Background: an optimization exercise with open tools, aiming at small area and a short achievable clock period. Do not read the settings as production practice. Power figures rest on the tool's default switching activity, not on a simulated workload.

==> flow/design.v (excerpt) <==
module cpu( 
    input clk,                           
    input RST,                           
    output [23:0] AB,                    
    output sync,                         
    input [7:0] DI,                      
    output reg [7:0] DO,                 
    output WE,                           
    input IRQ,                           
    input NMI,                           
    input RDY,                           
    input debug );                       
 parameter
    SYNC  = 6'd0,
    IMM0  = 6'd1,
    PHA0  = 6'd2,
    PLA0  = 6'd3,
    ZPG0  = 6'd4,
    DATA  = 6'd5,
    ABS0  = 6'd6,
    ABS1  = 6'd7,
    BRA0  = 6'd8,
    JSR0  = 6'd9,
    JSR1  = 6'd10,
    JSR2  = 6'd11,
    RTS0  = 6'd12,
    RTS1  = 6'd13,
    RTS2  = 6'd14,
    JMP0  = 6'd15,
    JMP1  = 6'd16,
    IDX0  = 6'd17,
    IDX1  = 6'd18,
    IDX2  = 6'd19,
    BRK0  = 6'd20,
    BRK1  = 6'd21,
    BRK2  = 6'd22,
    BRK3  = 6'd23,
    RTI0  = 6'd24,
    IND0  = 6'd25,
    IND1  = 6'd26,
    ZPW0  = 6'd27,
    ABW0  = 6'd28,
    ABW1  = 6'd29,
    RMW0  = 6'd30,
    RMW1  = 6'd31,
    BRK4  = 6'd32,
    JMPW  = 6'd33,
    INDW  = 6'd34,
    ABSW  = 6'd35,
    ABWW  = 6'd36,
    JSRW  = 6'd37,
    JSRH  = 6'd38,
    JSRL  = 6'd39,
    JSR3  = 6'd40,
    JSR4  = 6'd41,
    RTSW  = 6'd42,
    IMMR  = 6'd43,
    ABSR  = 6'd44,
    ZPGR  = 6'd45,
    IDXR  = 6'd46,
    PHAR  = 6'd47,
    PHAS  = 6'd48,
    PLAR  = 6'd49;
parameter
    NOP   = 2'b00,
    LDA   = 2'b01,
    STA   = 2'b10,
    RMW   = 2'b11;
parameter
    DST__ = 2'b00,
    DST_X = 2'b01,
    DST_Y = 2'b10,
    DST_A = 2'b11;
parameter
    SRC__ = 2'b00,
    SRC_Z = 2'b00,
    SRC_X = 2'b01,
    SRC_Y = 2'b10,
    SRC_A = 2'b11;
parameter
    SEL_Z = 2'b00,
    SEL_X = 2'b01,
    SEL_Y = 2'b10,
    SEL_A = 2'b11;
parameter
    FLAG____ = 2'b00,
    FLAG_ADD = 2'b01,
    FLAG_CMP = 2'b10,
    FLAG_BIT = 2'b11;
parameter
    IZ = SEL_Z,
    IX = SEL_X,
    IY = SEL_Y;
parameter
    IDX___ = 2'b00,      
    IDX_X_ = 2'b01,      
    IDX__Y = 2'b10,      
    IDX_XY = 2'b11;      
parameter  
    ALU_____ = 9'b00_000_00_00,
    ALU_REG  = 9'b00_000_00_00,  
  ...
Size in the first run: ~3,200 cells after synthesis, roughly 48 I/O pins.
Settings: LEC_CHECK=0, ABC_AREA=1, CAP_MARGIN=20, CORE_MARGIN=2, CORE_UTILIZATION=40, CTS_BUF_LIST=sky130_fd_sc_hd__clkbuf_8, PLACE_DENSITY=0.6, SETUP_SLACK_MARGIN=4, SLEW_MARGIN=20; clock period 11.0 ns.
run.sh (not shown) runs the stock make flow with config.mk's settings and CLKGATE_MAP_FILE= SYNTH_SCRIPT=/design/flow/synth_recipe.tcl, a recipe that flattens the netlist after the stock synthesis.
The starting point went through all stages and came out clean.
Change:
--- a/flow/design.v
+++ b/flow/design.v
@@ -570,21 +570,21 @@
     endcase
 endfunction
 function [8:0] padd8;                    
     input [7:0] a;
     input [7:0] b;
     input c;
     reg [8:0] G, P, Gn, Pn;
     integer i, l;
     begin
         G = { a & b, c };
-        P = { a | b, 1'b0 };             
+        P = { a ^ b, 1'b0 };
         for( l = 1; l < 9; l = l * 2 ) begin
             Gn = G;
             Pn = P;
             for( i = l; i < 9; i = i + 1 ) begin
                 Gn[i] = G[i] | (P[i] & G[i - l]);
                 Pn[i] = P[i] & P[i - l];
             end
             G = Gn;
             P = Pn;
         end
@@ -888,24 +888,25 @@
 wire [23:0] base = ({24{bs_S}} & { 8'h00, S })
                  | ({24{bs_PC}} & PC)
                  | ({24{bs_D24}} & { DI, DR, D3 })
                  | ({24{bs_D16}} & { 8'h00, DI, DR })
                  | ({24{bs_H}} & ab_hold);
 wire [1:0] x_op = ab_bra ? { cond, 1'b0 } : ab_x;
 wire [1:0] h_op = ab_bra ? { cond, cond & DI[7] } : ab_h;
 wire [7:0] abl_a = (x_op == 2'b11) ? XY[7:0] : base[7:0];
 wire [7:0] abl_b = ((x_op == 2'b01) ? XY[7:0] : 8'h00) | (x_op[1] ? DI : 8'h00);
 wire [8:0] abl_sum = padd8( abl_a, abl_b, ab_ci );
+wire abl_co = abl_sum[8] ^ (x_op[0] & XY[8]);
 wire [15:0] abh_base = base[23:8];
 wire abh_down = (h_op == 2'b11);
 wire [23:0] abh_run = allones( { 8'h00, abh_base ^ {16{abh_down}} } );
-wire abh_flip = (h_op[0] ^ (h_op[1] & x_op[0] & XY[8])) ^ (h_op[1] & abl_sum[8]);    
+wire abh_flip = h_op[0] ^ (h_op[1] & abl_co);
 wire [15:0] abh = abh_base ^ ({16{abh_flip}} & abh_run[15:0]);
 assign AB = { abh, abl_sum[7:0] };
 always @(posedge clk)
     if( ab_op[8] )
         ab_hold <= AB;
 always @(posedge clk)
     if( RST )
         PC <= 24'hfffffa;
     else case( ab_op[7:6] )
         2'b01: PC <= AB + 1'b1;
@@ -928,22 +929,24 @@
     else if( w == R_16 ) bytesel = (n == 2'd1) ? x[7:0] : x[15:8];
     else bytesel = (n == 2'd2) ? x[7:0] : (n == 2'd1) ? x[15:8] : x[23:16];
 endfunction
 reg [8:0] rmw_in;
 always @*
     case( RWDTH )
         R_16: rmw_in = { DR[0], D3 };
         R_24: rmw_in = { D3[0], D4 };
         default: rmw_in = { 1'b0, DR };
     endcase
-wire [7:0] rmw_inc = rmw_in[7:0] + 8'h01;
-wire [7:0] rmw_dec = rmw_in[7:0] - 8'h01;
+wire [23:0] rmw_ones = allones( { 16'h0000, rmw_in[7:0] } );
+wire [23:0] rmw_zeros = allones( { 16'h0000, ~rmw_in[7:0] } );
+wire [7:0] rmw_inc = rmw_in[7:0] ^ rmw_ones[7:0];
+wire [7:0] rmw_dec = rmw_in[7:0] ^ rmw_zeros[7:0];
 reg [7:0] rmw_lo;                        
 reg [7:0] rmw_hi;                        
 always @*
     case( OP[7:5] )
         3'b000:  begin rmw_lo = { rmw_in[6:0], 1'b0 }; rmw_hi = 8'h00; end      
         3'b001:  begin rmw_lo = { rmw_in[6:0], C };    rmw_hi = 8'h00; end      
         3'b010:  begin rmw_lo = rmw_in[8:1];           rmw_hi = 8'h00; end      
         3'b011:  begin rmw_lo = rmw_in[8:1];           rmw_hi = { C, 7'h00 }; end   
         3'b110:  begin rmw_lo = rmw_dec;               rmw_hi = (DR == 8'h00) ? 8'hff : 8'h00; end   
         default: begin rmw_lo = rmw_inc;               rmw_hi = 8'h00; end      
Result: Power came out higher by about 6%. First-iteration DRC count decreases by about 13%. Routed wire length is higher by about 1.1%. Global-route usage increases by 0.48 points. Non-clock buffer count came out higher by 12. Final area stays flat. Core utilization grows by 0.81 points. Setup slack gains 0.11 ns. Clock power is higher by about 5.6%. Cell count barely changes. Maximum frequency grows by 1.6%.
No run of this note included a check of the RTL's function; only the layout flow was run.

-- re-timing with driven ports --
In the flow no input, the clock included, has a driving cell. The finished layouts below were timed again as built, in two steps.
Step 1 sets driving cells, clkbuf_16 on the clock port and buf_2 on the other inputs (assumed; they add their load-dependent delay and slew).
Step 2 adds t to the input delays and takes it off the output delays; t is the mean of the earliest and latest rising clock arrival at the registers after step 1. Input paths then give back, and output paths get back, about the clock's delay inside the block.
a / b / c = ideal ports / drivers / drivers and shift; a / b = the first two.
| run | shift t [ns] | setup WS [ns] | slew at the worst register clock pin (ns) | cell pins on the clock port's net |
|---|---|---|---|---|
| the first run | 0.667 | 3.969 / 3.927 / 3.927 | 0.06 / 0.06 | 1 |
| the second run | 0.688 | 4.082 / 4.059 / 4.059 | 0.07 / 0.07 | 1 |
After both steps every run listed still meets setup and hold. For the first run, which loses most, drivers alone change the setup slack by -0.042 ns; drivers and shift together by -0.042 ns.
